From an optimization exercise on the open Yosys and OpenROAD flow, aimed at small area; shortcuts taken in it are not production practice.
Only simulation tests tie the RTL to the original design; equivalence was not proved.
Power is estimated from default activity; no workload was simulated.

**flow/constraint.sdc**
```tcl
create_clock -name core_clock -period 40.0 [get_ports {clk}]
set_input_delay 8.0000 -clock core_clock [delete_from_list [all_inputs] [get_ports {clk}]]
set_output_delay 8.0000 -clock core_clock [all_outputs]
set_load 0.01 [all_outputs]
```
**flow/design.v**
```verilog
module LFSR(
  input clk,
  input audio_clk_en,
  input I_RSTn,
  output reg [7:0] LFSR   
);
wire feedback = LFSR[7];
always @(posedge clk) begin
  if(!I_RSTn)begin
    LFSR <= 255;
  end else if(audio_clk_en) begin
    LFSR[0] <= feedback;
    LFSR[1] <= LFSR[0];
    LFSR[2] <= LFSR[1] ^ feedback;
    LFSR[3] <= LFSR[2] ^ feedback;
    LFSR[4] <= LFSR[3] ^ feedback;
    LFSR[5] <= LFSR[4];
    LFSR[6] <= LFSR[5];
    LFSR[7] <= LFSR[6];
  end
end
endmodule
module Log2highacc
(
	input [23:0]	DIN_8_shifted,
	input			clk,
	output	[11:0]	DOUT_8_shifted
);
reg	[3:0]	priencout1;
reg	[3:0]	priencout2;
reg	[3:0]	priencout3;
reg	[5:0]	barrelout;
reg	[20:0]	barrelin;
reg	[7:0]	LUTout;
assign	DOUT_8_shifted	=	{priencout3, LUTout};	 
always @(posedge clk) 					
begin
	priencout2	<=	priencout1;
	priencout3	<=	priencout2;
	barrelin	<=	DIN_8_shifted[22:2];
end
wire [20:0] tmp1 =	(barrelin << ~priencout1);	 
always @(posedge clk)
begin
	barrelout	<=	tmp1[20:15];
end
wire	[15:0]	priencin = DIN_8_shifted[23:8];
always @(posedge clk)						 
casex (priencin)
	16'b1xxxxxxxxxxxxxxx:	priencout1	<=	15;
	16'b01xxxxxxxxxxxxxx:	priencout1	<=	14;
	16'b001xxxxxxxxxxxxx:	priencout1	<=	13;	
	16'b0001xxxxxxxxxxxx:	priencout1	<=	12;	
	16'b00001xxxxxxxxxxx:	priencout1	<=	11;	
	16'b000001xxxxxxxxxx:	priencout1	<=	10;	
	16'b0000001xxxxxxxxx:	priencout1	<=	9;	
	16'b00000001xxxxxxxx:	priencout1	<=	8;	
	16'b000000001xxxxxxx:	priencout1	<=	7;	
	16'b0000000001xxxxxx:	priencout1	<=	6;	
	16'b00000000001xxxxx:	priencout1	<=	5;	
	16'b000000000001xxxx:	priencout1	<=	4;	
	16'b0000000000001xxx:	priencout1	<=	3;	
	16'b00000000000001xx:	priencout1	<=	2;	
	16'b000000000000001x:	priencout1	<=	1;	
	16'b000000000000000x:	priencout1	<=	0;
endcase
always @(posedge clk)
case (barrelout)
	0:	LUTout	<=	0;
	1:	LUTout	<=	6;
	2:	LUTout	<=	11;
	3:	LUTout	<=	17;
	4:	LUTout	<=	22;
	5:	LUTout	<=	28;
	6:	LUTout	<=	33;
	7:	LUTout	<=	38;
	8:	LUTout	<=	44;
	9:	LUTout	<=	49;
	10:	LUTout	<=	54;
	11:	LUTout	<=	59;
	12:	LUTout	<=	63;
	13:	LUTout	<=	68;
	14:	LUTout	<=	73;
	15:	LUTout	<=	78;
	16:	LUTout	<=	82;
	17:	LUTout	<=	87;
	18:	LUTout	<=	92;
	19:	LUTout	<=	96;
	20:	LUTout	<=	100;
	21:	LUTout	<=	105;
	22:	LUTout	<=	109;
	23:	LUTout	<=	113;
	24:	LUTout	<=	118;
	25:	LUTout	<=	122;
	26:	LUTout	<=	126;
	27:	LUTout	<=	130;
	28:	LUTout	<=	134;
	29:	LUTout	<=	138;
	30:	LUTout	<=	142;
	31:	LUTout	<=	146;
	32:	LUTout	<=	150;
	33:	LUTout	<=	154;
	34:	LUTout	<=	157;
	35:	LUTout	<=	161;
	36:	LUTout	<=	165;
	37:	LUTout	<=	169;
	38:	LUTout	<=	172;
	39:	LUTout	<=	176;
	40:	LUTout	<=	179;
	41:	LUTout	<=	183;
	42:	LUTout	<=	186;
	43:	LUTout	<=	190;
	44:	LUTout	<=	193;
	45:	LUTout	<=	197;
	46:	LUTout	<=	200;
	47:	LUTout	<=	203;
	48:	LUTout	<=	207;
	49:	LUTout	<=	210;
	50:	LUTout	<=	213;
	51:	LUTout	<=	216;
	52:	LUTout	<=	220;
	53:	LUTout	<=	223;
	54:	LUTout	<=	226;
	55:	LUTout	<=	229;
	56:	LUTout	<=	232;
	57:	LUTout	<=	235;
	58:	LUTout	<=	238;
	59:	LUTout	<=	241;
	60:	LUTout	<=	244;
	61:	LUTout	<=	247;
	62:	LUTout	<=	250;
	63:	LUTout	<=	253;
endcase
endmodule
module rate_of_change_limiter #(
    parameter VCC = 12,
    parameter SAMPLE_RATE = 48000,
    parameter MAX_CHANGE_RATE = 1000  
) (
    input clk,
    input I_RSTn,
    input audio_clk_en,
    input signed[15:0] in,
    output reg signed[15:0] out
);
    localparam longint MAX_CHANGE_PER_SAMPLE = (MAX_CHANGE_RATE << 14) / VCC / SAMPLE_RATE;
    wire signed[16:0] difference;
    assign difference = in - out;
    always@(posedge clk, negedge I_RSTn) begin
        if(!I_RSTn)begin
            out <= 0;
        end else if(audio_clk_en) begin
            if(difference < -MAX_CHANGE_PER_SAMPLE)begin
                out <= out - MAX_CHANGE_PER_SAMPLE;
            end else if(difference > MAX_CHANGE_PER_SAMPLE) begin
                out <= out + MAX_CHANGE_PER_SAMPLE;
            end else begin
                out <= in; 
            end
        end
    end
endmodule
module natural_log(input clk, input[23:0] in_8_shifted, input I_RSTn, output reg[11:0] out_8_shifted);
    localparam RATIO_16_SHIFTED = 45426;  
    wire[11:0] log2_x;
    Log2highacc log2(
        .DIN_8_shifted(in_8_shifted < 24'h104 ? 24'h104 : in_8_shifted),  
        .clk(clk),
        .DOUT_8_shifted(log2_x)
    );
    always_ff @( posedge clk, negedge I_RSTn ) begin : blockName
        if(!I_RSTn)begin
            out_8_shifted <= 0;
        end else if(log2_x)begin
            out_8_shifted <= RATIO_16_SHIFTED * log2_x >> 16; 
        end
    end
endmodule
module astable_555_vco#(
    parameter CLOCK_RATE = 50000000,
    parameter longint SAMPLE_RATE = 48000,
    parameter R1 = 47000,
    parameter R2 = 27000,
    parameter C_35_SHIFTED = 1134  
) (
    input clk,
    input I_RSTn,
    input audio_clk_en,
    input signed[15:0] v_control,
    output signed[15:0] out
);
    localparam VCC = 16384;
    localparam ln2_16_SHIFTED = 45426;
    localparam[63:0] C_R2_ln2_27_SHIFTED = C_35_SHIFTED * R2 * ln2_16_SHIFTED >> 24;
    localparam[63:0] C_R1_R2_35_SHIFTED = C_35_SHIFTED * (R1 + R2);
    localparam[31:0] CYCLES_LOW = C_R2_ln2_27_SHIFTED * CLOCK_RATE >> 27;
    localparam[31:0] CLOCK_RATE_C_R1_R2 = C_R1_R2_35_SHIFTED * CLOCK_RATE >> 35;
    wire signed[15:0] v_control_safe;
    reg[15:0] v_control_divided_two_vcc_minus_vcontrol;
    reg[15:0] two_vcc_minus_vcontrol;
    wire [11:0] ln_vc_vcc_vc_8_shifted;
    reg[23:0] to_log_8_shifted;
    natural_log natlog(
        .in_8_shifted(to_log_8_shifted),
        .I_RSTn(I_RSTn),
        .clk(clk),
        .out_8_shifted(ln_vc_vcc_vc_8_shifted)
    );
    wire[32:0] WAVE_LENGTH;
    reg[31:0] CYCLES_HIGH;
    assign v_control_safe = v_control < 32767 ? v_control : 32766;
    assign WAVE_LENGTH = CYCLES_HIGH + CYCLES_LOW;
    reg[63:0] wave_length_counter;
    reg signed[15:0] unfiltered_out;
    rate_of_change_limiter #(
        .SAMPLE_RATE(SAMPLE_RATE),
        .MAX_CHANGE_RATE(200000)
    ) slew_rate (
        clk,
        I_RSTn,
        audio_clk_en,
        unfiltered_out,
        out
    );
    always @(posedge clk, negedge I_RSTn) begin
        if(!I_RSTn)begin
            unfiltered_out <= 0;
            to_log_8_shifted <= 0;
            wave_length_counter <= 0;
            CYCLES_HIGH <= 1000;
        end else begin
            v_control_divided_two_vcc_minus_vcontrol <= v_control_safe / (two_vcc_minus_vcontrol >> 8);
            two_vcc_minus_vcontrol <= (VCC << 1) - (v_control_safe << 1);
            to_log_8_shifted <= (1 << 8) + v_control_divided_two_vcc_minus_vcontrol;
            CYCLES_HIGH <= ((CLOCK_RATE_C_R1_R2 >> 4) * ln_vc_vcc_vc_8_shifted) >> 4;  
            if(wave_length_counter < WAVE_LENGTH)begin
            wave_length_counter <= wave_length_counter + 1;
            end else begin 
                wave_length_counter <= 0;
            end
            if(audio_clk_en)begin
                unfiltered_out <= wave_length_counter < CYCLES_HIGH ? 16384 : 0;
            end
        end
    end
endmodule
module invertor_square_wave_oscilator#(
    parameter longint CLOCK_RATE = 50000000,
    parameter SAMPLE_RATE = 48000,
    parameter R1 = 4300,
    parameter C_MICROFARADS_16_SHIFTED = 655360  
) (
    input clk,
    input I_RSTn,
    input audio_clk_en,
    output signed[15:0] out
);
    localparam longint R1_K_OHM_16_SHIFTED = R1 * 16777 >> 8;  
    localparam CONSTANT_RATIO_16_SHIFTED = 14895;  
    localparam longint FREQUENCY_16_SHIFTED = CONSTANT_RATIO_16_SHIFTED * (R1_K_OHM_16_SHIFTED * C_MICROFARADS_16_SHIFTED) >> 32;
    localparam longint WAVE_LENGTH = (CLOCK_RATE <<< 16) / FREQUENCY_16_SHIFTED;
    localparam HALF_WAVE_LENGTH = WAVE_LENGTH >> 1;
    reg [63:0] wave_length_counter;
    reg signed[15:0] unfiltered_out;
    rate_of_change_limiter #(
        .SAMPLE_RATE(SAMPLE_RATE)
    ) slew_rate (
        .clk(clk),
        .I_RSTn(I_RSTn),
        .audio_clk_en(audio_clk_en),
        .in(unfiltered_out),
        .out(out)
    );
    always@(posedge clk, negedge I_RSTn) begin
        if(!I_RSTn)begin
            wave_length_counter <= 0;
            unfiltered_out <= 0;
        end else begin
            if(wave_length_counter < WAVE_LENGTH)begin
                wave_length_counter <= wave_length_counter + 1;
            end else begin 
                wave_length_counter <= 0;
            end
            if (audio_clk_en) begin
                unfiltered_out <=  wave_length_counter < HALF_WAVE_LENGTH ? 16384 : 0;
            end
        end
    end
endmodule
module resistive_two_way_mixer #(
    parameter longint R0 = 10000,
    parameter longint R1 = 10000
) ( 
    input clk,
    input I_RSTn,
    input audio_clk_en,
    input signed[15:0] inputs_0,
    input signed[15:0] inputs_1,
    output reg[15:0] out
);
    localparam integer R0_RATIO_16_SHIFTED = ((R1 <<< 16) / R0);
    localparam integer R1_RATIO_16_SHIFTED = ((R0 <<< 16) / R1);
    localparam longint NORMALIZATION_RATIO_16_SHIFTED = (1 <<< 32)/(R0_RATIO_16_SHIFTED+R1_RATIO_16_SHIFTED);
    always@(posedge clk, negedge I_RSTn) begin
        if(!I_RSTn)begin
            out <= 0;
        end else if(audio_clk_en)begin
            out <= (R0_RATIO_16_SHIFTED * inputs_0 + R1_RATIO_16_SHIFTED * inputs_1) * NORMALIZATION_RATIO_16_SHIFTED >>> 32;
        end
    end
endmodule
module resistor_capacitor_high_pass_filter #(
    parameter SAMPLE_RATE = 48000,
    parameter R = 47000,
    parameter C_35_SHIFTED = 1615  
) ( 
    input clk,
    input I_RSTn,
    input audio_clk_en,
    input signed[15:0] in,
    output reg signed[15:0] out
);
    localparam longint DELTA_T_32_SHIFTED = (1 <<< 32) / SAMPLE_RATE;
    localparam longint R_C_32_SHIFTED = R * C_35_SHIFTED >>> 3;
    localparam longint SMOOTHING_FACTOR_ALPHA_16_SHIFTED = (R_C_32_SHIFTED <<< 16) / (R_C_32_SHIFTED + DELTA_T_32_SHIFTED);
    wire[7:0] random_number;
    LFSR lfsr(
        .clk(clk),
        .audio_clk_en(audio_clk_en),
        .I_RSTn(I_RSTn),
        .LFSR(random_number)
    );
    reg signed[15:0] last_in;
    always@(posedge clk, negedge I_RSTn) begin
        if(!I_RSTn)begin
            out <= 0;
            last_in <= 0;
        end else if(audio_clk_en)begin
            out <= SMOOTHING_FACTOR_ALPHA_16_SHIFTED * (out + in - last_in) >> 16;
            last_in <= in + ((random_number >>> 6) - 2);  
        end
    end
endmodule
module resistor_capacitor_low_pass_filter #(
    parameter SAMPLE_RATE = 48000,
    parameter R = 47000,
    parameter C_35_SHIFTED = 1615  
) ( 
    input clk,
    input I_RSTn,
    input audio_clk_en,
    input signed[15:0] in,
    output reg signed[15:0] out
);
    localparam longint DELTA_T_32_SHIFTED = (1 <<< 32) / SAMPLE_RATE;
    localparam longint R_C_32_SHIFTED = R * C_35_SHIFTED >>> 3;
    localparam longint SMOOTHING_FACTOR_ALPHA_16_SHIFTED = (DELTA_T_32_SHIFTED <<< 16) / (R_C_32_SHIFTED + DELTA_T_32_SHIFTED);
    always@(posedge clk, negedge I_RSTn) begin
        if(!I_RSTn)begin
            out <= 0;
        end else if(audio_clk_en)begin
            out <= out + (SMOOTHING_FACTOR_ALPHA_16_SHIFTED * (in - out) >>> 16);
        end
    end
endmodule
module dk_walk #(
    parameter CLOCK_RATE = 1000000,
    parameter SAMPLE_RATE = 48000
)(
    input clk,
    input I_RSTn,
    input audio_clk_en,
    input walk_en,
    output reg signed[15:0] out
);
    wire signed[15:0] square_osc_out;
    wire signed[15:0] v_control;
    wire signed[15:0] mixer_input_0;
    wire signed[15:0] mixer_input_1;
    wire signed[15:0] walk_en_5volts;
    wire signed[15:0] walk_en_5volts_filtered;
    assign walk_en_5volts =  walk_en ? 0 : 'd6826;  
    rate_of_change_limiter #(
        .SAMPLE_RATE(SAMPLE_RATE),
        .MAX_CHANGE_RATE(950)
    ) slew_rate (
        .clk(clk),
        .I_RSTn(I_RSTn),
        .audio_clk_en(audio_clk_en),
        .in(walk_en_5volts),
        .out(walk_en_5volts_filtered)
    );
    assign mixer_input_0 = walk_en_5volts_filtered; 
    assign mixer_input_1 = square_osc_out;
    localparam SAMPLE_RATE_SHIFT = 3;
    localparam INTEGRATOR_SAMPLE_RATE = SAMPLE_RATE >> SAMPLE_RATE_SHIFT;
    wire signed[15:0] walk_en_filtered;
    wire signed[15:0] astable_555_out;
    invertor_square_wave_oscilator#(
        .CLOCK_RATE(CLOCK_RATE),
        .SAMPLE_RATE(SAMPLE_RATE),
        .R1(4100), 
        .C_MICROFARADS_16_SHIFTED(655360)
    ) square (
        .clk(clk),
        .I_RSTn(I_RSTn),
        .audio_clk_en(audio_clk_en),
        .out(square_osc_out)
    );
    resistive_two_way_mixer #(
        .R0(10000),
        .R1(12000)
    ) mixer (
        .clk(clk),
        .I_RSTn(I_RSTn),
        .audio_clk_en(audio_clk_en),
        .inputs_0(mixer_input_0),
        .inputs_1(mixer_input_1),
        .out(v_control)
    );
    wire signed[15:0] v_control_filtered;
    resistor_capacitor_low_pass_filter #(
        .SAMPLE_RATE(SAMPLE_RATE),
        .R(3700),  
        .C_35_SHIFTED(113387)
    ) filter4 (
        .clk(clk),
        .I_RSTn(I_RSTn),
        .audio_clk_en(audio_clk_en),
        .in(v_control),
        .out(v_control_filtered)
    );
    astable_555_vco #(
        .CLOCK_RATE(CLOCK_RATE),
        .SAMPLE_RATE(SAMPLE_RATE),
        .R1(47000),
        .R2(27000),
        .C_35_SHIFTED(1134)
    ) vco (
        .clk(clk),
        .I_RSTn(I_RSTn),
        .audio_clk_en(audio_clk_en),
        .v_control((v_control_filtered >>> 1) + 16'd5900),
        .out(astable_555_out)
    );
    resistor_capacitor_high_pass_filter #(
        .SAMPLE_RATE(SAMPLE_RATE),
        .R(9200),  
        .C_35_SHIFTED(113387)
    ) filter1 (
        .clk(clk),
        .I_RSTn(I_RSTn),
        .audio_clk_en(audio_clk_en),
        .in(walk_en_5volts_filtered),
        .out(walk_en_filtered)
    );
    wire signed[15:0] walk_enveloped;
    assign walk_enveloped = astable_555_out > 1000 ? walk_en_filtered : 0;
    wire signed[15:0] walk_enveloped_high_passed;
    resistor_capacitor_high_pass_filter #(
        .SAMPLE_RATE(SAMPLE_RATE),
        .R(2000),
        .C_35_SHIFTED(161491)
    ) filter2 (
        .clk(clk),
        .I_RSTn(I_RSTn),
        .audio_clk_en(audio_clk_en),
        .in(walk_enveloped),
        .out(walk_enveloped_high_passed)
    );
    wire signed[15:0] walk_enveloped_band_passed;
    resistor_capacitor_low_pass_filter #(
        .SAMPLE_RATE(SAMPLE_RATE),
        .R(3000),  
        .C_35_SHIFTED(1614)
    ) filter3 (
        .clk(clk),
        .I_RSTn(I_RSTn),
        .audio_clk_en(audio_clk_en),
        .in(walk_enveloped_high_passed),
        .out(walk_enveloped_band_passed)
    );
    always @(posedge clk, negedge I_RSTn) begin
        if(!I_RSTn)begin
            out <= 0;
        end else if(audio_clk_en)begin
            if(walk_enveloped_band_passed > 0) begin  
                out <= walk_enveloped_band_passed + (walk_enveloped_band_passed >>> 1);
            end else begin
                out <= walk_enveloped_band_passed >>> 1 + (walk_enveloped_band_passed >>> 2);
            end
        end
    end
endmodule
module dkongjr_dac
(
	input		I_CLK,
	input		I_DECAY_EN,
	input  	I_RESET_n,
	input		signed [15:0]I_SND_DAT,
	output	signed [15:0]O_SND_DAT
);
function [14:0] exp_lut;
	input [7:0] idx;
	begin
		case (idx)
			8'd0: exp_lut = 15'h000A;
			8'd1: exp_lut = 15'h001D;
			8'd2: exp_lut = 15'h0030;
			8'd3: exp_lut = 15'h0043;
			8'd4: exp_lut = 15'h0056;
			8'd5: exp_lut = 15'h0069;
			8'd6: exp_lut = 15'h007C;
			8'd7: exp_lut = 15'h0090;
			8'd8: exp_lut = 15'h00A3;
			8'd9: exp_lut = 15'h00B7;
			8'd10: exp_lut = 15'h00CA;
			8'd11: exp_lut = 15'h00DE;
			8'd12: exp_lut = 15'h00F2;
			8'd13: exp_lut = 15'h0106;
			8'd14: exp_lut = 15'h011A;
			8'd15: exp_lut = 15'h012E;
			8'd16: exp_lut = 15'h0142;
			8'd17: exp_lut = 15'h0156;
			8'd18: exp_lut = 15'h016A;
			8'd19: exp_lut = 15'h017E;
			8'd20: exp_lut = 15'h0193;
			8'd21: exp_lut = 15'h01A7;
			8'd22: exp_lut = 15'h01BC;
			8'd23: exp_lut = 15'h01D1;
			8'd24: exp_lut = 15'h01E5;
			8'd25: exp_lut = 15'h01FA;
			8'd26: exp_lut = 15'h020F;
			8'd27: exp_lut = 15'h0224;
			8'd28: exp_lut = 15'h0239;
			8'd29: exp_lut = 15'h024F;
			8'd30: exp_lut = 15'h0264;
			8'd31: exp_lut = 15'h0279;
			8'd32: exp_lut = 15'h028F;
			8'd33: exp_lut = 15'h02A5;
			8'd34: exp_lut = 15'h02BA;
			8'd35: exp_lut = 15'h02D0;
			8'd36: exp_lut = 15'h02E6;
			8'd37: exp_lut = 15'h02FC;
			8'd38: exp_lut = 15'h0312;
			8'd39: exp_lut = 15'h0328;
			8'd40: exp_lut = 15'h033F;
			8'd41: exp_lut = 15'h0355;
			8'd42: exp_lut = 15'h036C;
			8'd43: exp_lut = 15'h0382;
			8'd44: exp_lut = 15'h0399;
			8'd45: exp_lut = 15'h03B0;
			8'd46: exp_lut = 15'h03C7;
			8'd47: exp_lut = 15'h03DE;
			8'd48: exp_lut = 15'h03F5;
			8'd49: exp_lut = 15'h040C;
			8'd50: exp_lut = 15'h0424;
			8'd51: exp_lut = 15'h043B;
			8'd52: exp_lut = 15'h0453;
			8'd53: exp_lut = 15'h046B;
			8'd54: exp_lut = 15'h0483;
			8'd55: exp_lut = 15'h049B;
			8'd56: exp_lut = 15'h04B3;
			8'd57: exp_lut = 15'h04CB;
			8'd58: exp_lut = 15'h04E3;
			8'd59: exp_lut = 15'h04FC;
			8'd60: exp_lut = 15'h0514;
			8'd61: exp_lut = 15'h052D;
			8'd62: exp_lut = 15'h0546;
			8'd63: exp_lut = 15'h055F;
			8'd64: exp_lut = 15'h0578;
			8'd65: exp_lut = 15'h0591;
			8'd66: exp_lut = 15'h05AB;
			8'd67: exp_lut = 15'h05C4;
			8'd68: exp_lut = 15'h05DE;
			8'd69: exp_lut = 15'h05F8;
			8'd70: exp_lut = 15'h0612;
			8'd71: exp_lut = 15'h062C;
			8'd72: exp_lut = 15'h0646;
			8'd73: exp_lut = 15'h0661;
			8'd74: exp_lut = 15'h067B;
			8'd75: exp_lut = 15'h0696;
			8'd76: exp_lut = 15'h06B1;
			8'd77: exp_lut = 15'h06CC;
			8'd78: exp_lut = 15'h06E7;
			8'd79: exp_lut = 15'h0702;
			8'd80: exp_lut = 15'h071D;
			8'd81: exp_lut = 15'h0739;
			8'd82: exp_lut = 15'h0755;
			8'd83: exp_lut = 15'h0771;
			8'd84: exp_lut = 15'h078D;
			8'd85: exp_lut = 15'h07A9;
			8'd86: exp_lut = 15'h07C5;
			8'd87: exp_lut = 15'h07E2;
			8'd88: exp_lut = 15'h07FF;
			8'd89: exp_lut = 15'h081C;
			8'd90: exp_lut = 15'h0839;
			8'd91: exp_lut = 15'h0856;
			8'd92: exp_lut = 15'h0873;
			8'd93: exp_lut = 15'h0891;
			8'd94: exp_lut = 15'h08AF;
			8'd95: exp_lut = 15'h08CD;
			8'd96: exp_lut = 15'h08EB;
			8'd97: exp_lut = 15'h0909;
			8'd98: exp_lut = 15'h0928;
			8'd99: exp_lut = 15'h0947;
			8'd100: exp_lut = 15'h0966;
			8'd101: exp_lut = 15'h0985;
			8'd102: exp_lut = 15'h09A4;
			8'd103: exp_lut = 15'h09C4;
			8'd104: exp_lut = 15'h09E4;
			8'd105: exp_lut = 15'h0A04;
			8'd106: exp_lut = 15'h0A24;
			8'd107: exp_lut = 15'h0A44;
			8'd108: exp_lut = 15'h0A65;
			8'd109: exp_lut = 15'h0A86;
			8'd110: exp_lut = 15'h0AA7;
			8'd111: exp_lut = 15'h0AC8;
			8'd112: exp_lut = 15'h0AEA;
			8'd113: exp_lut = 15'h0B0C;
			8'd114: exp_lut = 15'h0B2E;
			8'd115: exp_lut = 15'h0B50;
			8'd116: exp_lut = 15'h0B72;
			8'd117: exp_lut = 15'h0B95;
			8'd118: exp_lut = 15'h0BB8;
			8'd119: exp_lut = 15'h0BDC;
			8'd120: exp_lut = 15'h0BFF;
			8'd121: exp_lut = 15'h0C23;
			8'd122: exp_lut = 15'h0C47;
			8'd123: exp_lut = 15'h0C6B;
			8'd124: exp_lut = 15'h0C90;
			8'd125: exp_lut = 15'h0CB5;
			8'd126: exp_lut = 15'h0CDA;
			8'd127: exp_lut = 15'h0D00;
			8'd128: exp_lut = 15'h0D25;
			8'd129: exp_lut = 15'h0D4B;
			8'd130: exp_lut = 15'h0D72;
			8'd131: exp_lut = 15'h0D99;
			8'd132: exp_lut = 15'h0DC0;
			8'd133: exp_lut = 15'h0DE7;
			8'd134: exp_lut = 15'h0E0F;
			8'd135: exp_lut = 15'h0E37;
			8'd136: exp_lut = 15'h0E5F;
			8'd137: exp_lut = 15'h0E88;
			8'd138: exp_lut = 15'h0EB1;
			8'd139: exp_lut = 15'h0EDA;
			8'd140: exp_lut = 15'h0F04;
			8'd141: exp_lut = 15'h0F2E;
			8'd142: exp_lut = 15'h0F58;
			8'd143: exp_lut = 15'h0F83;
			8'd144: exp_lut = 15'h0FAE;
			8'd145: exp_lut = 15'h0FDA;
			8'd146: exp_lut = 15'h1006;
			8'd147: exp_lut = 15'h1033;
			8'd148: exp_lut = 15'h105F;
			8'd149: exp_lut = 15'h108D;
			8'd150: exp_lut = 15'h10BA;
			8'd151: exp_lut = 15'h10E9;
			8'd152: exp_lut = 15'h1117;
			8'd153: exp_lut = 15'h1146;
			8'd154: exp_lut = 15'h1176;
			8'd155: exp_lut = 15'h11A6;
			8'd156: exp_lut = 15'h11D6;
			8'd157: exp_lut = 15'h1207;
			8'd158: exp_lut = 15'h1239;
			8'd159: exp_lut = 15'h126B;
			8'd160: exp_lut = 15'h129D;
			8'd161: exp_lut = 15'h12D0;
			8'd162: exp_lut = 15'h1304;
			8'd163: exp_lut = 15'h1338;
			8'd164: exp_lut = 15'h136D;
			8'd165: exp_lut = 15'h13A2;
			8'd166: exp_lut = 15'h13D8;
			8'd167: exp_lut = 15'h140F;
			8'd168: exp_lut = 15'h1446;
			8'd169: exp_lut = 15'h147E;
			8'd170: exp_lut = 15'h14B6;
			8'd171: exp_lut = 15'h14EF;
			8'd172: exp_lut = 15'h1529;
			8'd173: exp_lut = 15'h1564;
			8'd174: exp_lut = 15'h159F;
			8'd175: exp_lut = 15'h15DB;
			8'd176: exp_lut = 15'h1618;
			8'd177: exp_lut = 15'h1655;
			8'd178: exp_lut = 15'h1694;
			8'd179: exp_lut = 15'h16D3;
			8'd180: exp_lut = 15'h1713;
			8'd181: exp_lut = 15'h1754;
			8'd182: exp_lut = 15'h1795;
			8'd183: exp_lut = 15'h17D8;
			8'd184: exp_lut = 15'h181C;
			8'd185: exp_lut = 15'h1860;
			8'd186: exp_lut = 15'h18A6;
			8'd187: exp_lut = 15'h18EC;
			8'd188: exp_lut = 15'h1934;
			8'd189: exp_lut = 15'h197D;
			8'd190: exp_lut = 15'h19C7;
			8'd191: exp_lut = 15'h1A12;
			8'd192: exp_lut = 15'h1A5E;
			8'd193: exp_lut = 15'h1AAB;
			8'd194: exp_lut = 15'h1AFA;
			8'd195: exp_lut = 15'h1B4A;
			8'd196: exp_lut = 15'h1B9B;
			8'd197: exp_lut = 15'h1BEE;
			8'd198: exp_lut = 15'h1C42;
			8'd199: exp_lut = 15'h1C98;
			8'd200: exp_lut = 15'h1CEF;
			8'd201: exp_lut = 15'h1D48;
			8'd202: exp_lut = 15'h1DA3;
			8'd203: exp_lut = 15'h1DFF;
			8'd204: exp_lut = 15'h1E5D;
			8'd205: exp_lut = 15'h1EBD;
			8'd206: exp_lut = 15'h1F1F;
			8'd207: exp_lut = 15'h1F83;
			8'd208: exp_lut = 15'h1FE9;
			8'd209: exp_lut = 15'h2052;
			8'd210: exp_lut = 15'h20BC;
			8'd211: exp_lut = 15'h2129;
			8'd212: exp_lut = 15'h2199;
			8'd213: exp_lut = 15'h220B;
			8'd214: exp_lut = 15'h2280;
			8'd215: exp_lut = 15'h22F8;
			8'd216: exp_lut = 15'h2373;
			8'd217: exp_lut = 15'h23F2;
			8'd218: exp_lut = 15'h2473;
			8'd219: exp_lut = 15'h24F9;
			8'd220: exp_lut = 15'h2582;
			8'd221: exp_lut = 15'h260F;
			8'd222: exp_lut = 15'h26A1;
			8'd223: exp_lut = 15'h2737;
			8'd224: exp_lut = 15'h27D1;
			8'd225: exp_lut = 15'h2871;
			8'd226: exp_lut = 15'h2917;
			8'd227: exp_lut = 15'h29C2;
			8'd228: exp_lut = 15'h2A74;
			8'd229: exp_lut = 15'h2B2D;
			8'd230: exp_lut = 15'h2BED;
			8'd231: exp_lut = 15'h2CB5;
			8'd232: exp_lut = 15'h2D86;
			8'd233: exp_lut = 15'h2E60;
			8'd234: exp_lut = 15'h2F45;
			8'd235: exp_lut = 15'h3035;
			8'd236: exp_lut = 15'h3131;
			8'd237: exp_lut = 15'h323C;
			8'd238: exp_lut = 15'h3356;
			8'd239: exp_lut = 15'h3483;
			8'd240: exp_lut = 15'h35C3;
			8'd241: exp_lut = 15'h371A;
			8'd242: exp_lut = 15'h388B;
			8'd243: exp_lut = 15'h3A1B;
			8'd244: exp_lut = 15'h3BD0;
			8'd245: exp_lut = 15'h3DB0;
			8'd246: exp_lut = 15'h3FC6;
			8'd247: exp_lut = 15'h421F;
			8'd248: exp_lut = 15'h44CE;
			8'd249: exp_lut = 15'h47F0;
			8'd250: exp_lut = 15'h4BB3;
			8'd251: exp_lut = 15'h5069;
			8'd252: exp_lut = 15'h56B8;
			8'd253: exp_lut = 15'h604C;
			8'd254: exp_lut = 15'h74E6;
			8'd255: exp_lut = 15'h7FFF;
			default: exp_lut = 15'h0000;
		endcase
	end
endfunction
parameter div = 512;  
reg   [11:0]sample;
reg   sample_pls;
always@(posedge I_CLK or negedge I_RESET_n)
begin
  if(! I_RESET_n) begin
    sample <= 0;
    sample_pls <= 0;
  end else begin
    sample <= (sample == div-1) ? 1'b0 : sample + 1'b1;
    sample_pls <= (sample == div-1)? 1'b1 : 1'b0 ;
  end
end
reg	signed [8:0]expval;
reg	[7:0]index;
reg	[14:0]count;
reg 	signed [23:0]snd_out;
always@(posedge I_CLK or negedge I_RESET_n)
begin
	if(!I_RESET_n) begin
		expval <= 9'sd255;
		count <= 0;
		index <= 0;
		snd_out <= 0;
	end
	else begin
		if (sample_pls) begin
			if (I_DECAY_EN) begin
				count <= (count == 15'h7FF0) ? 15'h7FF0 : count + 1'b1;
				if (count == exp_lut(index)) begin
					index <= (index == 8'd255) ? 8'd255 : index + 1'b1;
					expval <= (expval == 0) ? 1'b0 : expval - 1'b1;
				end
			end
			else begin
				expval <= (expval == 9'sd255) ? 9'sd255 : expval + 1'b1;
				count <= 0;
				index <= 0;
			end
			snd_out <= I_SND_DAT * expval;
		end
	end
end
assign O_SND_DAT = snd_out[23:8];
endmodule
module iir_1st_order
#(
	parameter COEFF_WIDTH = 18,
	parameter COEFF_SCALE = 15,
	parameter DATA_WIDTH  = 8,
	parameter COUNT_BITS  = 11
)
(
	input clk,
	input reset,
	input [COUNT_BITS - 1 : 0] div,
	input signed [COEFF_WIDTH - 1 : 0] A2, B1, B2,
   input signed [DATA_WIDTH - 1 :0] in,
   output signed [DATA_WIDTH - 1:0] out
);
	reg signed [DATA_WIDTH-1:0] x0,x1,y0;
	reg signed [DATA_WIDTH + COEFF_WIDTH - 1 : 0] out32;
	reg [COUNT_BITS - 1:0] count;
	assign out = y0;
	always @ (*) begin
		out32 <= (B1*x0 + B2*x1) - A2*y0;  
	end
	always @ (posedge clk) begin
		if(reset) begin
			count <= 0;
			x0 <= 0;
			x1 <= 0;
			y0 <= 0;
		end
		else begin
			count <= count + 1'd1;
			if (count == div - 1) begin
					count <= 0;
					y0 <= {out32[DATA_WIDTH + COEFF_WIDTH - 1] , out32[COEFF_SCALE + DATA_WIDTH - 2 : COEFF_SCALE]};
					x1 <= x0;
					x0 <= in;
			end
		end
	end
endmodule  
module iir_2nd_order
#(
	parameter COEFF_WIDTH = 18,
	parameter COEFF_SCALE = 14,
	parameter DATA_WIDTH  = 16,
	parameter COUNT_BITS  = 10
)
(
	input clk,
	input reset,
	input [COUNT_BITS - 1 : 0] div,
	input signed [COEFF_WIDTH - 1 : 0] A2, A3, B1, B2, B3,
   input signed [DATA_WIDTH - 1 : 0] in,
   output [DATA_WIDTH - 1 : 0] out
);
	reg signed [DATA_WIDTH-1 : 0] x0,x1,x2;
	reg signed [DATA_WIDTH-1 : 0] y0,y1;
	reg signed [(DATA_WIDTH + COEFF_WIDTH - 1) : 0] out32;
	reg [COUNT_BITS : 0] count;
   assign out = y0;
	always @ (*) begin
		out32 <= (B1*x0 + B2*x1 + B3*x2) - (A2*y0 + A3*y1);  
	end
	always @ (posedge clk) begin
		if(reset) begin
			count <=  0;
			x0 <= 0;
			x1 <= 0;
			x2 <= 0;
			y0 <= 0;
			y1 <= 0; 
		end
		else begin
			count <= count + 1'd1;
			if (count == div - 1) begin
					count <= 0;
					y1 <= y0;
					y0 <= {out32[DATA_WIDTH + COEFF_WIDTH - 1] , out32[(DATA_WIDTH + COEFF_SCALE - 2) : COEFF_SCALE]};
					x2 <= x1;
					x1 <= x0;
					x0 <= in;
			end
		end
	end
endmodule  
module dkong_wav_sound #(
  parameter CLOCK_RATE = 24000000
)(
  input I_CLK,
  input I_RSTn,
  input [2:1]I_SW,
  output [18:0] O_ROM_AB
);
localparam WAV_SAMPLE_RATE = 11025;  
localparam Sample_cnt = CLOCK_RATE / WAV_SAMPLE_RATE;
localparam Wlk1_adr = 16'h0000;  
localparam Wlk1_cnt = 16'h07d0;  
localparam Wlk2_adr = 16'h0800;  
localparam Wlk2_cnt = 16'h07d0;  
localparam Jump_adr = 16'h1000;  
localparam Jump_cnt = 16'h1e20;  
localparam Foot_adr = 16'h3000;  
localparam Foot_cnt = 16'h1750;  
localparam Wlk3_adr = 16'h4800;  
localparam Wlk3_cnt = 16'h07d0;  
reg   [11:0]sample;
reg   sample_pls;
always@(posedge I_CLK or negedge I_RSTn)
begin
  if(! I_RSTn)begin
    sample <= 0;
    sample_pls <= 0;
  end else begin
    sample <= (sample == Sample_cnt - 1'b1) ? 12'b0 : sample+1'b1;
    sample_pls <= (sample == Sample_cnt - 1'b1)? 1'b1 : 1'b0 ;
  end
end
reg    status0_1;
reg    status0_2;
reg    [2:0]status1;
reg    [15:0]ad_cnt;
reg    [15:0]end_cnt;
reg    [1:0]steps_cnt;
reg    old_foot_rq;
reg    old_jump_rq;
wire   foot_rq = I_SW[2];
wire   jump_rq = I_SW[1];
wire   [2:0]status0 = {status0_2, status0_1, ~old_foot_rq & foot_rq};
always@(posedge I_CLK)
begin
  if(I_RSTn)begin
    old_foot_rq <= foot_rq;
    old_jump_rq <= jump_rq;
  end
end
always@(posedge I_CLK or negedge I_RSTn)
begin
  if(! I_RSTn)begin
    status0_1 <= 0;
    status0_2 <= 0;
    status1 <= 0;
    end_cnt <= Foot_cnt;
    ad_cnt  <= 0;
    steps_cnt <= 2'b01;
  end else begin
    status0_2 <= ~old_jump_rq & jump_rq;
    if(status0 > status1)begin
      if(status0[2])begin
        status1 <= 3'b111;
        ad_cnt <= Jump_adr;
        end_cnt <= Jump_cnt;
        steps_cnt <= 2'b01;
      end else if(status0[1])begin
        status1 <= 3'b011;
        case (steps_cnt)
            2'b01: begin
                ad_cnt <= Wlk1_adr;
                end_cnt <= Wlk1_cnt;
                steps_cnt <= 2'b10;
                end
            2'b10: begin
                ad_cnt <= Wlk2_adr;
                end_cnt <= Wlk2_cnt;
                steps_cnt <= 2'b11;
                end
            2'b11: begin
                ad_cnt <= Wlk3_adr;
                end_cnt <= Wlk3_cnt;
                steps_cnt <= 2'b01;
                end
        endcase
      end else begin
        status1 <= 3'b001;
        ad_cnt <= Foot_adr;
        end_cnt <= Foot_cnt;
        steps_cnt <= 2'b01;
      end
    end else begin
      if(sample_pls)begin
        if(!end_cnt)begin
          status1 <= 3'b000;
        end else begin
          end_cnt <= end_cnt-1;
          ad_cnt <= ad_cnt+1;
        end
      end
    end
  end
end
assign O_ROM_AB  = {3'b001,ad_cnt};
endmodule
module dkong_audio (
	input         clk,           
	input         rst_n,
	input         dkjr,          
	input   [7:0] snd_dat,       
	input         decay_n,       
	input   [2:0] sw,            
	input   [7:0] wav_rom_do,    
	output reg [15:0] sound,
	output [18:0] wav_rom_a
);
localparam W_CLK_24576M_RATE = 24576000;
localparam SAMPLE_RATE = 48000;
localparam [8:0] clocks_per_sample = 24000000 / 48000;
wire signed[15:0] W_D_S_DATB;
dkongjr_dac dac08
(
	.I_CLK(clk),
	.I_DECAY_EN(~decay_n),
	.I_RESET_n(rst_n),
	.I_SND_DAT({2{~snd_dat[7],snd_dat[6:0]}}),  
	.O_SND_DAT(W_D_S_DATB)
);
wire signed[15:0] W_D_S_DATC;
iir_2nd_order filter
(
	.clk(clk),
	.reset(~rst_n),
	.div({1'b0, clocks_per_sample}),
	.A2(-18'sd26649),
	.A3(18'sd11453),
	.B1(18'sd215),
	.B2(18'sd430),
	.B3(18'sd215),
	.in(W_D_S_DATB),
	.out(W_D_S_DATC)
);
dkong_wav_sound #(
	.CLOCK_RATE(W_CLK_24576M_RATE)
) Analog_sound (
	.I_CLK(clk),
	.I_RSTn(rst_n),
	.I_SW(dkjr ? 2'b00 : sw[2:1]),
	.O_ROM_AB(wav_rom_a)
);
reg[8:0] audio_clk_counter;
reg audio_clk_en;
always@(posedge clk, negedge rst_n) begin
	if(!rst_n)begin
		audio_clk_en <= 0;
		audio_clk_counter <= 0;
	end else begin
		if(audio_clk_counter != (clocks_per_sample - 9'd1))begin
			audio_clk_en <= 0;
			audio_clk_counter <= audio_clk_counter + 9'd1;
		end else begin
			audio_clk_en <= 1;
			audio_clk_counter <= 0;
		end
	end
end
wire signed[15:0] walk_out;
dk_walk #(.CLOCK_RATE(W_CLK_24576M_RATE),.SAMPLE_RATE(SAMPLE_RATE)) walk (
	.clk(clk),
	.I_RSTn(rst_n),
	.audio_clk_en(audio_clk_en),
	.walk_en(~sw[0]),
	.out(walk_out)
);
wire signed[15:0] sound_mix =
	(dkjr ? 16'd0 : {{3{~wav_rom_do[7]}}, wav_rom_do[6:0],6'b0}) +
	{{3{W_D_S_DATC[15]}},W_D_S_DATC[14:2]} + {{5{W_D_S_DATC[15]}},W_D_S_DATC[14:4]} +
	walk_out;
always@(posedge clk) begin
	if (audio_clk_en) begin
		sound <= sound_mix;
	end
end
endmodule
```
**flow/config.mk**
```make
export PLATFORM = sky130hd
export DESIGN_NAME = dkong_audio
export DESIGN_NICKNAME = dkong_audio
export VERILOG_FILES = /design/flow/design.v
export SDC_FILE = /design/flow/constraint.sdc
export NUM_CORES = 4
export LEC_CHECK = 0
export CAP_MARGIN = 20
export CORE_MARGIN = 2
export CORE_UTILIZATION = 40
export SLEW_MARGIN = 20
```
**flow/run.sh**
```bash
#!/bin/bash
# synth_recipe.tcl (not shown) runs the flow's synth.tcl, then flattens the netlist and writes it again
# the make line also repeats each setting of config.mk as NAME=value (left out here)
make -C /OpenROAD-flow-scripts/flow DESIGN_CONFIG=/design/flow/config.mk WORK_HOME=/design/flow/orfs CLKGATE_MAP_FILE= SYNTH_SCRIPT=/design/flow/synth_recipe.tcl finish
```
==> flow_metrics.py <==
metrics = {
    "status": {
        "outcome": "timing/DRC/antenna clean",
    },
    "setup_path": {
        "endpoint_kind": "flip-flop",
        "critPathSlowestCell": "a31oi_2",
        "crit_required_ps": 40480,
        "path_max_fanout": 13,
        "cp_top_family": "compound AO/OA/AOI/OAI gates",
        "cp_num_buf_inv": 7,
        "slowest_delay_ps": 610,
        "crit_type": "flip-flop to flip-flop",
        "start_kind": "flip-flop",
        "crit_top_cell": "o21a_1",
        "crit_arrival_ps": 27770,
    },
    "run": {
        "drv_cap": 0,
    },
    "die": {
        "dieArea_mm2": 0.287,
        "ios": 58,
        "coreArea_mm2": 0.282,
        "core.rowCount": 195,
        "chipHeight_um": 535,
        "die_x_um": 535,
        "initial_core_util_pct": 40.1,
    },
    "global_route": {
        "grt_use_met2_pct": 30.2,
        "grt_use_total_pct": 18.4,
        "met1_usage_pct": 26.2,
        "antenna_found_initial": 5,
        "grt_max_degree": 146,
        "grt_use_met3_pct": 2.07,
        "grt_pass1_vias": 81600,
        "grt_pass1_wl_mm": 431,
        "gr-max-usage-layer": "met2",
        "grt.overflow.total": 0,
    },
    "timing": {
        "min_period_ps": 27290,
        "final.setup.tns_ps": 0,
        "rsz0062_at_grt": "false",
        "hold_viol_final": 0,
        "slew_headroom_pct": 29.8,
        "fmax_mhz": 36.6,
        "slew_violations": 0,
        "skew_ps": 70.6,
        "worst_pin_slew_ps": 1050,
        "setup_viol": 0,
        "period_share_pct": 68.2,
    },
    "synthesis": {
        "post_synth_instance_area_mm2": 0.113,
        "synth_seq_cells": 655,
        "synth-edff-count": 40,
        "async_reset_ff_share_pct": 71.3,
        "avgSynthCellArea_um2": 9.44,
        "synth_seq_area_share_pct": 14.1,
        "ys_warn_count": 18,
        "synth_cell_types": 98,
        "synth_top_flop_cell": "dfrtp_1",
        "synth_cells": 12000,
    },
    "final_layout": {
        "stdcell_area_mm2": 0.121,
        "final_net_count": 15400,
        "fillers": 27700,
        "multi_input_area_mm2": 0.0867,
        "reg_top3": "walk.square.wave_length_counter x64, walk.vco.wave_length_counter x64, walk.vco.CYCLES_HIGH x20",
        "layout-drive-gt1-share_pct": 3.64,
        "area_growth_syn_to_layout_pct": 7.27,
        "seqCellArea_mm2": 0.0159,
    },
    "pwr": {
        "power.density_mw_per_mm2": 46.5,
        "p_leak_uw": 0.0626,
        "peakVddDrop_v": 0.000169,
    },
    "cts": {
        "ctsRootBufferMaster": "clkbuf_16",
        "cts.sinks": 655,
        "cts-htree-levels": 3,
        "ctsResizeCount": 0,
        "cts_max_path_buffers": 3,
        "cts_tree": "built",
        "cts_hold_buffers": 0,
        "clk_pin_slew_ps": 60,
        "cts_setup_buffers": 0,
        "numCtsBuffers": 87,
        "clock_latency_ps": 770,
    },
    "place": {
        "numPortBuffers": 54,
        "routabilityCongestion": 0.915,
        "dp_hpwl_mm": 211,
        "dpl-instance-area_mm2": 0.118,
    },
    "route": {
        "first_pass_iters": 8,
        "finalWirelength_mm": 253,
        "avgViaCountPerCell": 4.95,
        "drtAntennaViolNets": 0,
        "first_iter_violations": 4199,
        "drc": 0,
        "vias": 78300,
        "drt-wirelength-per-cell_um": 16.0,
    },
    "worst_hold_path": {
        "holdCritPathClass": "flip-flop to flip-flop",
    },
}
-- logic make-up (layout without fill, tap and decap cells) --
logic type / Yosys count / count (layout) / synth area share, %
AOI/OAI and AO/OA: 1937 / 1937 / 10.9
xor gates and xnor gates: 648 / 648 / 5.03
adders and majority gates: 3403 / 3403 / 49.2
buffers and inverters: 2872 / 2876 / 9.57
DFF: 655 / 655 / 14.1
muxes: 162 / 162 / 1.76
other: 2 / 105 / 0.00665
and+or+nand+nor: 2290 / 2290 / 9.52
-- layout by cell type, fill, tap and decap left out, types with 40 or more instances in the layout --
cell	Yosys	layout
nand2_1	683	683
nor3_1	205	204
nor4_1	46	46
mux2i_1	46	46
nor2b_1	119	119
dfrtp_1	447	442
a21o_1	105	105
o21bai_1	93	93
nor2_1	602	602
xnor2_1	480	478
edfxtp_1	40	40
o21ai_0	489	489
or3_1	50	49
clkbuf_16	0	93
ha_1	1672	1672
and2_1	86	86
a21boi_0	106	106
a31oi_1	64	63
nand4_1	60	60
nand2b_1	75	75
dfxtp_1	148	147
clkdlybuf4s50_1	0	53
fa_1	1730	1730
o22ai_1	54	54
inv_1	2585	2585
a21oi_1	512	512
or2_2	41	41
buf_4	4	65
nand3_1	181	181
a211oi_1	61	61
and3_1	74	74
xor2_1	167	166
o21a_1	107	107
o211ai_1	46	46
conb_1	2	104
mux2_2	92	92
-- layout make-up --
cell class / count / area share (%)
clock inverters: 49 / 0.494
well taps: 3743 / 3.87
flip-flops and latches: 655 / 13.1
inverters: 2592 / 8.03
clock buffers: 115 / 2.06
repair buffers: 120 / 0.870
diodes: 1 / 0.00207
multi-input cells: 8544 / 71.6
-- metal layers --
layer / up-vias / share of wire (%)
li1: 38600 / -
met4: 0 / 1.8
met2: 1223 / 47
met1: 38200 / 48
met3: 279 / 3.8
met5: - / 0
-- power by group --
part	total, uW	internal [uW]	switching, uW	leakage [uW]
combinational	3990	1860	2140	0.0535
sequential	805	756	49.0	0.00756
clock	837	486	351	0.00150
-- metrics by stage --
stage	utilization (%)	std cells	total power (uW)	hold slack (ps)	worst slack, ps
floorplan	-	12100	4020	310	16560
global placement	41.9	15700	4840	314	13160
detailed placement	41.9	15700	4870	312	12850
CTS	43.0	15800	5780	326	12780
global route	43.0	15800	6460	335	10200
finish	43.0	15800	5640	326	12710
-- synth_stat cells (15+ instances only) --
| master | instances | area [um^2] |
|---|---|---|
| o22ai_1 | 54 | 338 |
| and3_1 | 74 | 463 |
| o211ai_1 | 46 | 345 |
| o31ai_1 | 39 | 293 |
| or2_2 | 41 | 257 |
| nor2b_1 | 119 | 744 |
| fa_1 | 1730 | 34600 |
| dfstp_2 | 20 | 526 |
| a41o_1 | 15 | 150 |
| dfrtp_1 | 447 | 11200 |
| mux4_2 | 17 | 383 |
| nor2_1 | 602 | 2260 |
| o21a_1 | 107 | 803 |
| xnor2_1 | 480 | 4200 |
| dfxtp_1 | 148 | 2960 |
| o21ai_0 | 489 | 2450 |
| o21bai_1 | 93 | 698 |
| a21oi_1 | 512 | 2560 |
| a211oi_1 | 61 | 458 |
| nand3_1 | 181 | 906 |
| and2_1 | 86 | 538 |
| mux2_2 | 92 | 1040 |
| a21o_1 | 105 | 788 |
| nand2_1 | 683 | 2560 |
| nor4_1 | 46 | 288 |
| or3_1 | 50 | 313 |
| nor3b_1 | 18 | 135 |
| inv_1 | 2585 | 9700 |
| buf_1 | 29 | 109 |
| edfxtp_1 | 40 | 1200 |
| a31oi_1 | 64 | 400 |
| a21boi_0 | 106 | 796 |
| ha_1 | 1672 | 20900 |
| xor2_1 | 167 | 1460 |
| nor3_1 | 205 | 1030 |
| nand4_1 | 60 | 375 |
| clkbuf_1 | 244 | 916 |
| mux2i_1 | 46 | 460 |
| nand2b_1 | 75 | 469 |
-- path summary, 6_finish.rpt --
check / startpoint / endpoint / slack, ps / cells after the start
setup reg to reg: walk.filter4.out[3] / flip-flop / 12710 / 119
hold reg to reg: walk.vco.natlog.log2.priencout2[3] / walk.vco.natlog.log2.priencout3[3] / 330 / 0
max in group asynchronous: rst_n / walk.mixer.out[10] / 30190 / 4
min in group asynchronous: rst_n / walk.filter3.out[2] / 7120 / 1
setup / recovery: walk.filter4.out[3] / flip-flop / 12710 / 119
hold / removal: walk.vco.natlog.log2.priencout2[3] / walk.vco.natlog.log2.priencout3[3] / 330 / 0

[static timing again, ports no longer ideal]
How much do the figures lean on ideal ports? The routed layout below was timed once more, with nothing changed but the port constraints.
Step 1, drivers: a clkbuf_16 drives clk and a buf_2 each remaining input, both assumed.
Step 2 also shifts input and output timing later by t, the mid clock arrival at the registers, as if the neighbouring blocks saw the same clock.
Three values: ideal, step 1, step 2; two values: the first two.
t, ns: 0.824
setup slack, ns: 12.711 / 12.711 / 12.711
worst setup path after step 2: register to register
latest minus earliest clock arrival (ns): 0.071 / 0.071
cell pins on the clock port's net: 1
After both steps setup and hold are still met in this run. For this run, drivers alone change the setup slack by 0.000 ns; drivers and shift together by 0.000 ns.
